Context: an optimization exercise on an open-source flow, tuned for small area. The choices shown serve that exercise and are no tape-out recipe.
RTL that was checked went through simulation tests only; none was proved equivalent to the original.
Power is estimated from default activity; no workload was simulated.

==> try-lagoon <==
==> flow/design.v <==
`resetall
`timescale 1ns / 1ps
`default_nettype none
module uart_controller#(
	parameter integer	BAUD_RATE   = 10_000_000,  
	parameter integer   LSB_FIRST   = 1,  	       
	parameter integer	STOP_BIT    = 2,           
	parameter integer	PARITY_TYPE = 2,           
	parameter integer	CLK_FREQ	= 100_000_000 
	)(
	input	wire		clk,
	input	wire		rst,
	input	wire		uart_rxd,
	output	reg 		uart_txd,
	input	wire [ 7:0]	s_axis_tdata,
	input	wire 		s_axis_tvalid,
	output	wire 		s_axis_tready,
	output	reg  [ 7:0]	m_axis_tdata,
	output  reg  		m_axis_tvalid,
	input	wire [31:0]	s_axis_cfg_tdata,
	input	wire 		s_axis_cfg_tvalid,
	output  wire        s_axis_cfg_tready
	);
	reg  [23:0]	cfg_baud_rate;
	reg			cfg_lsb_first;
	reg  [ 1:0]	cfg_stop_bit;
	reg  [ 1:0]	cfg_parity_type;
	reg			cfg_channel_enable;
	reg			is_transmitting, is_transmitting_d1;
	reg			is_receiving, is_receiving_d1;
	assign s_axis_cfg_tready = !is_receiving && !is_transmitting;
	assign s_axis_tready     = !is_transmitting;
	wire cfg_we = s_axis_cfg_tvalid && s_axis_cfg_tready;
	wire		lsb_first_nx = cfg_we ? s_axis_cfg_tdata[24]    : cfg_lsb_first;
	wire [1:0]	parity_nx    = cfg_we ? s_axis_cfg_tdata[28:27] : cfg_parity_type;
	always @(posedge clk) begin
		if (rst) begin
			cfg_baud_rate      <= BAUD_RATE;
			cfg_lsb_first      <= LSB_FIRST;
			cfg_stop_bit       <= STOP_BIT;
			cfg_parity_type    <= PARITY_TYPE;
			cfg_channel_enable <= 1'b1;
		end else if (cfg_we) begin
			cfg_baud_rate      <= s_axis_cfg_tdata[23:0];
			cfg_lsb_first      <= s_axis_cfg_tdata[24];
			cfg_stop_bit       <= s_axis_cfg_tdata[26:25];
			cfg_parity_type    <= s_axis_cfg_tdata[28:27];
			cfg_channel_enable <= s_axis_cfg_tdata[29];
		end
	end
	always @(posedge clk) begin
		if (rst) begin
			is_transmitting_d1 <= 1'b0;
			is_receiving_d1    <= 1'b0;
		end else begin
			is_transmitting_d1 <= is_transmitting;
			is_receiving_d1    <= is_receiving;
		end
	end
	wire new_tx_data = is_transmitting && !is_transmitting_d1;
	wire new_rx_data = is_receiving && !is_receiving_d1;
	wire has_parity = |cfg_parity_type;
	function [23:0] thr;
		input [3:0] k;
		thr = (k == 4'd0)  ? 24'd0 :
		      (k == 4'd1)  ? 24'd1  * (CLK_FREQ / 256) :
		      (k == 4'd2)  ? 24'd2  * (CLK_FREQ / 256) :
		      (k == 4'd3)  ? 24'd3  * (CLK_FREQ / 256) :
		      (k == 4'd4)  ? 24'd4  * (CLK_FREQ / 256) :
		      (k == 4'd5)  ? 24'd5  * (CLK_FREQ / 256) :
		      (k == 4'd6)  ? 24'd6  * (CLK_FREQ / 256) :
		      (k == 4'd7)  ? 24'd7  * (CLK_FREQ / 256) :
		      (k == 4'd8)  ? 24'd8  * (CLK_FREQ / 256) :
		      (k == 4'd9)  ? 24'd9  * (CLK_FREQ / 256) :
		      (k == 4'd10) ? 24'd10 * (CLK_FREQ / 256) :
		      (k == 4'd11) ? 24'd11 * (CLK_FREQ / 256) :
		      (k == 4'd12) ? 24'd12 * (CLK_FREQ / 256) :
		      (k == 4'd13) ? 24'd13 * (CLK_FREQ / 256) :
		      (k == 4'd14) ? 24'd14 * (CLK_FREQ / 256) :
		                     24'd15 * (CLK_FREQ / 256);
	endfunction
	reg  [ 3:0]	ce_cnt_max;
	always @(posedge clk) begin
		if (rst)
			ce_cnt_max <= 4'd0;
		else
			ce_cnt_max <= 4'd10 + cfg_stop_bit + has_parity;
	end
	reg  [31:0]	baud_tx_cnt;
	reg  [ 3:0]	ce_tx_cnt;
	reg			ce_tx;
	reg  [31:0]	baud_rx_cnt;
	reg  [ 3:0]	ce_rx_cnt;
	reg			ce_rx;
	wire [23:0] tx_t = ~thr(ce_tx_cnt);
	wire [23:0] rx_t = ~thr(ce_rx_cnt);
	wire [24:0] tx_g, rx_g;
	assign tx_g[0] = 1'b1;
	assign rx_g[0] = 1'b1;
	genvar gj;
	generate
		for (gj = 0; gj < 24; gj = gj + 1) begin : g_cmp
			assign tx_g[gj+1] = (baud_tx_cnt[gj+8] & tx_t[gj]) | (tx_g[gj] & (baud_tx_cnt[gj+8] | tx_t[gj]));
			assign rx_g[gj+1] = (baud_rx_cnt[gj+8] & rx_t[gj]) | (rx_g[gj] & (baud_rx_cnt[gj+8] | rx_t[gj]));
		end
	endgenerate
	wire tx_hit = tx_g[24];
	wire rx_hit = rx_g[24];
	wire tx_load = rst || new_tx_data || (ce_tx_cnt == ce_cnt_max);
	wire rx_load = rst || new_rx_data || (ce_rx_cnt == ce_cnt_max);
	wire [31:0] tx_a = tx_load ? {7'd0, cfg_baud_rate, 1'b0} : baud_tx_cnt;
	wire [31:0] rx_a = rx_load ? (CLK_FREQ / 2) : baud_rx_cnt;
	wire [25:0] rx_b = rx_load ? {cfg_baud_rate, 2'b00} : {2'b00, cfg_baud_rate};
	wire [32:0] tx_c, rx_c;
	wire [31:0] tx_b = {8'd0, cfg_baud_rate};
	wire [31:0] rx_bb = {6'd0, rx_b};
	assign tx_c[0] = 1'b0;
	assign rx_c[0] = 1'b0;
	genvar gi;
	generate
		for (gi = 0; gi < 32; gi = gi + 1) begin : g_add
			assign tx_c[gi+1] = (tx_a[gi] & tx_b[gi]) | (tx_c[gi] & (tx_a[gi] ^ tx_b[gi]));
			assign rx_c[gi+1] = (rx_a[gi] & rx_bb[gi]) | (rx_c[gi] & (rx_a[gi] ^ rx_bb[gi]));
		end
	endgenerate
	always @(posedge clk) begin
		baud_tx_cnt <= tx_a ^ tx_b ^ tx_c[31:0];
		baud_rx_cnt <= rx_a ^ rx_bb ^ rx_c[31:0];
	end
	always @(posedge clk) begin
		if (rst || new_tx_data) begin
			ce_tx     <= 1'b0;
			ce_tx_cnt <= 4'd1;
		end else begin
			ce_tx     <= tx_hit;
			ce_tx_cnt <= ce_tx_cnt + tx_hit;
		end
	end
	always @(posedge clk) begin
		if (rst || new_rx_data) begin
			ce_rx     <= 1'b0;
			ce_rx_cnt <= 4'd1;
		end else begin
			ce_rx     <= rx_hit;
			ce_rx_cnt <= ce_rx_cnt + rx_hit;
		end
	end
	reg  [3:0]	tx_cnt_bit;
	reg  [9:0]	tx_shift;    
	wire [3:0]	tx_data_length = ce_cnt_max - 4'd2;
	wire		tx_end = is_transmitting && (tx_cnt_bit == tx_data_length) && ce_tx;
	always @(posedge clk) begin
		if (rst || !cfg_channel_enable)
			is_transmitting <= 1'b0;
		else if (s_axis_tvalid && !is_transmitting)
			is_transmitting <= 1'b1;
		else if (tx_end)
			is_transmitting <= 1'b0;
	end
	always @(posedge clk) begin
		if (rst || !is_transmitting)
			tx_cnt_bit <= 4'd0;
		else if (ce_tx)
			tx_cnt_bit <= tx_cnt_bit + 1'b1;
	end
	wire [7:0] tx_byte_ord = lsb_first_nx ? s_axis_tdata :
		{s_axis_tdata[0], s_axis_tdata[1], s_axis_tdata[2], s_axis_tdata[3],
		 s_axis_tdata[4], s_axis_tdata[5], s_axis_tdata[6], s_axis_tdata[7]};
	wire tx_par = (parity_nx == 2'd0) ? 1'b1 : ((^s_axis_tdata) ^ (parity_nx == 2'd1));
	always @(posedge clk) begin
		if (!is_transmitting)
			tx_shift <= {tx_par, tx_byte_ord, 1'b0};
		else if (ce_tx)
			tx_shift <= {1'b1, tx_shift[9:1]};
	end
	always @(posedge clk) begin
		if (rst || !is_transmitting)
			uart_txd <= 1'b1;
		else
			uart_txd <= tx_shift[0];
	end
	reg  [1:0]	sync_in;
	reg  [3:0]	rx_cnt_bit;
	reg  [7:0]	rx_shift;
	reg			rx_par;
	wire		rx_bit = sync_in[1];
	wire [3:0]	rx_data_length = has_parity ? 4'd10 : 4'd9;
	wire		rx_end = is_receiving && (rx_cnt_bit == rx_data_length) && ce_rx;
	always @(posedge clk) begin
		if (rst)
			sync_in <= 2'b11;
		else
			sync_in <= {sync_in[0], uart_rxd};
	end
	always @(posedge clk) begin
		if (rst)
			is_receiving <= 1'b0;
		else if (!is_receiving && !rx_bit && cfg_channel_enable)
			is_receiving <= 1'b1;
		else if (rx_end)
			is_receiving <= 1'b0;
	end
	always @(posedge clk) begin
		if (rst || !is_receiving)
			rx_cnt_bit <= 4'd0;
		else if (ce_rx)
			rx_cnt_bit <= rx_cnt_bit + 1'b1;
	end
	always @(posedge clk) begin
		if (is_receiving && ce_rx && (!has_parity || rx_cnt_bit <= 4'd8))
			rx_shift <= {rx_bit, rx_shift[7:1]};
	end
	always @(posedge clk) begin
		if (!is_receiving)
			rx_par <= 1'b0;
		else if (ce_rx)
			rx_par <= rx_par ^ rx_bit;
	end
	wire rx_parity_error = (cfg_parity_type == 2'd2 && rx_par) ||
	                       (cfg_parity_type == 2'd1 && !rx_par);
	always @(posedge clk) begin
		if (rst) begin
			m_axis_tdata  <= 8'h00;
			m_axis_tvalid <= 1'b0;
		end else begin
			m_axis_tvalid <= rx_end && !rx_parity_error;
			if (rx_end)
				m_axis_tdata <= cfg_lsb_first ? rx_shift :
					{rx_shift[0], rx_shift[1], rx_shift[2], rx_shift[3],
					 rx_shift[4], rx_shift[5], rx_shift[6], rx_shift[7]};
		end
	end
endmodule
`resetall
==> flow/run.sh <==
#!/bin/bash
# synth_recipe.tcl (not shown) runs the flow's synth.tcl, then flattens the netlist and writes it again
# the make line also repeats each setting of config.mk as NAME=value (left out here)
make -C /OpenROAD-flow-scripts/flow DESIGN_CONFIG=/design/flow/config.mk WORK_HOME=/design/flow/orfs CLKGATE_MAP_FILE= SYNTH_SCRIPT=/design/flow/synth_recipe.tcl finish
==> flow/config.mk <==
export PLATFORM = sky130hd
export DESIGN_NAME = uart_controller
export DESIGN_NICKNAME = uart_controller
export VERILOG_FILES = /design/flow/design.v
export SDC_FILE = /design/flow/constraint.sdc
export NUM_CORES = 4
export LEC_CHECK = 0
export ABC_AREA = 1
export CAP_MARGIN = 20
export CORE_MARGIN = 2
export CORE_UTILIZATION = 40
export SLEW_MARGIN = 20
==> flow/constraint.sdc <==
create_clock -name core_clock -period 10.0 [get_ports {clk}]
set_input_delay 2.0000 -clock core_clock [delete_from_list [all_inputs] [get_ports {clk}]]
set_output_delay 2.0000 -clock core_clock [all_outputs]
set_load 0.01 [all_outputs]
==> try-maple (differences from try-lagoon) <==
--- a/flow/design.v
+++ b/flow/design.v
@@ -63,20 +63,7 @@
 	function [23:0] thr;
 		input [3:0] k;
-		thr = (k == 4'd0)  ? 24'd0 :
-		      (k == 4'd1)  ? 24'd1  * (CLK_FREQ / 256) :
-		      (k == 4'd2)  ? 24'd2  * (CLK_FREQ / 256) :
-		      (k == 4'd3)  ? 24'd3  * (CLK_FREQ / 256) :
-		      (k == 4'd4)  ? 24'd4  * (CLK_FREQ / 256) :
-		      (k == 4'd5)  ? 24'd5  * (CLK_FREQ / 256) :
-		      (k == 4'd6)  ? 24'd6  * (CLK_FREQ / 256) :
-		      (k == 4'd7)  ? 24'd7  * (CLK_FREQ / 256) :
-		      (k == 4'd8)  ? 24'd8  * (CLK_FREQ / 256) :
-		      (k == 4'd9)  ? 24'd9  * (CLK_FREQ / 256) :
-		      (k == 4'd10) ? 24'd10 * (CLK_FREQ / 256) :
-		      (k == 4'd11) ? 24'd11 * (CLK_FREQ / 256) :
-		      (k == 4'd12) ? 24'd12 * (CLK_FREQ / 256) :
-		      (k == 4'd13) ? 24'd13 * (CLK_FREQ / 256) :
-		      (k == 4'd14) ? 24'd14 * (CLK_FREQ / 256) :
-		                     24'd15 * (CLK_FREQ / 256);
+		begin
+			thr = k * (CLK_FREQ / 256);
+		end
 	endfunction
 	reg  [ 3:0]	ce_cnt_max;
@@ -93,18 +80,6 @@
 	reg  [ 3:0]	ce_rx_cnt;
 	reg			ce_rx;
-	wire [23:0] tx_t = ~thr(ce_tx_cnt);
-	wire [23:0] rx_t = ~thr(ce_rx_cnt);
-	wire [24:0] tx_g, rx_g;
-	assign tx_g[0] = 1'b1;
-	assign rx_g[0] = 1'b1;
-	genvar gj;
-	generate
-		for (gj = 0; gj < 24; gj = gj + 1) begin : g_cmp
-			assign tx_g[gj+1] = (baud_tx_cnt[gj+8] & tx_t[gj]) | (tx_g[gj] & (baud_tx_cnt[gj+8] | tx_t[gj]));
-			assign rx_g[gj+1] = (baud_rx_cnt[gj+8] & rx_t[gj]) | (rx_g[gj] & (baud_rx_cnt[gj+8] | rx_t[gj]));
-		end
-	endgenerate
-	wire tx_hit = tx_g[24];
-	wire rx_hit = rx_g[24];
+	wire tx_hit  = baud_tx_cnt[31:8] >= thr(ce_tx_cnt);
+	wire rx_hit  = baud_rx_cnt[31:8] >= thr(ce_rx_cnt);
 	wire tx_load = rst || new_tx_data || (ce_tx_cnt == ce_cnt_max);
 	wire rx_load = rst || new_rx_data || (ce_rx_cnt == ce_cnt_max);
@@ -112,19 +87,7 @@
 	wire [31:0] rx_a = rx_load ? (CLK_FREQ / 2) : baud_rx_cnt;
 	wire [25:0] rx_b = rx_load ? {cfg_baud_rate, 2'b00} : {2'b00, cfg_baud_rate};
-	wire [32:0] tx_c, rx_c;
-	wire [31:0] tx_b = {8'd0, cfg_baud_rate};
-	wire [31:0] rx_bb = {6'd0, rx_b};
-	assign tx_c[0] = 1'b0;
-	assign rx_c[0] = 1'b0;
-	genvar gi;
-	generate
-		for (gi = 0; gi < 32; gi = gi + 1) begin : g_add
-			assign tx_c[gi+1] = (tx_a[gi] & tx_b[gi]) | (tx_c[gi] & (tx_a[gi] ^ tx_b[gi]));
-			assign rx_c[gi+1] = (rx_a[gi] & rx_bb[gi]) | (rx_c[gi] & (rx_a[gi] ^ rx_bb[gi]));
-		end
-	endgenerate
 	always @(posedge clk) begin
-		baud_tx_cnt <= tx_a ^ tx_b ^ tx_c[31:0];
-		baud_rx_cnt <= rx_a ^ rx_bb ^ rx_c[31:0];
+		baud_tx_cnt <= tx_a + cfg_baud_rate;
+		baud_rx_cnt <= rx_a + rx_b;
 	end
 	always @(posedge clk) begin
--- a/flow/config.mk
+++ b/flow/config.mk
@@ -6,5 +6,4 @@
 export NUM_CORES = 4
 export LEC_CHECK = 0
-export ABC_AREA = 1
 export CAP_MARGIN = 20
 export CORE_MARGIN = 2
==> run summary <==
                                                                                   try-maple             try-lagoon
Core utilization of the finished layout                                                46.3%                  51.1%
Synthesized-area fraction occupied by ao, oa, aoi and oai cells                        17.1%                  13.5%
Number of failing setup endpoints in the final timing report                               0                     17
Mux share of post-synthesis cell area                                                  4.49%                     0%
Critical Path End                                                            baud_tx_cnt[28]        baud_tx_cnt[30]
Layout Nets                                                                             1520                   1259
Register clock-pin slew on the reported worst setup and hold paths                     80 ps                  60 ps
Synth Area in Adders                                                                   19.9%                  15.7%
Avg Vias per Cell                                                                       5.31                   4.65
Total of cells resized after clock tree synthesis                                          0                     66
Final worst hold slack                                                                443 ps                 414 ps
Area fraction of clock buffers and clock inverters                                     5.15%                  5.52%
Number of cells after detailed placement                                                1634                   1382
Number of standard cells in the layout, taps in and fillers out                         1666                   1420
Area of the core region                                                            26900 µm²              20400 µm²
Critical path's most frequent cell                                  sky130_fd_sc_hd__a31oi_1  sky130_fd_sc_hd__fa_2
Total sequential power                                                                850 µW                 849 µW
Detailed placer's ending HPWL                                                       18900 µm               13700 µm
Fill cells                                                                              2653                   1976
Result of the run                                                             finished clean        failed layout checks
Reasons for failing layout checks                                                          -           setup timing
Buffers, non-clock                                                                        62                     99
Cell count after synthesis                                                              1268                   1055
Vias after detailed routing                                                             8841                   6604
Netlist cell types                                                                        64                     44
Sequential cell area fraction in the yosys report                                      29.2%                  38.2%
Routed wire length                                                                  24800 µm               18000 µm
The RTL of try-maple was laid out without a check of its function.

-- port drivers added, routing unchanged --
In the flow no input, the clock included, has a driving cell. The finished layouts below were timed again as built, in two steps. Step 1, drivers: a clkbuf_16 drives clk and a buf_2 each remaining input, both assumed. Step 2 adds t to the input delays and takes it off the output delays; t is the mean of the earliest and latest rising clock arrival at the registers after step 1. Input paths then give back, and output paths get back, about the clock's delay inside the block. Three values: ideal ports, drivers, drivers and shift; two values: the first two.
run | t, ns | setup WS [ns] | worst hold slack (ns)
try-lagoon | 0.460 | -1.786 / -1.790 / -2.250 | 0.414 / 0.414 / 0.414
try-maple | 0.481 | 3.372 / 3.398 / 2.916 | 0.443 / 0.443 / 0.443
For try-lagoon, which loses most, drivers alone change the setup slack by -0.004 ns; drivers and shift together by -0.464 ns.
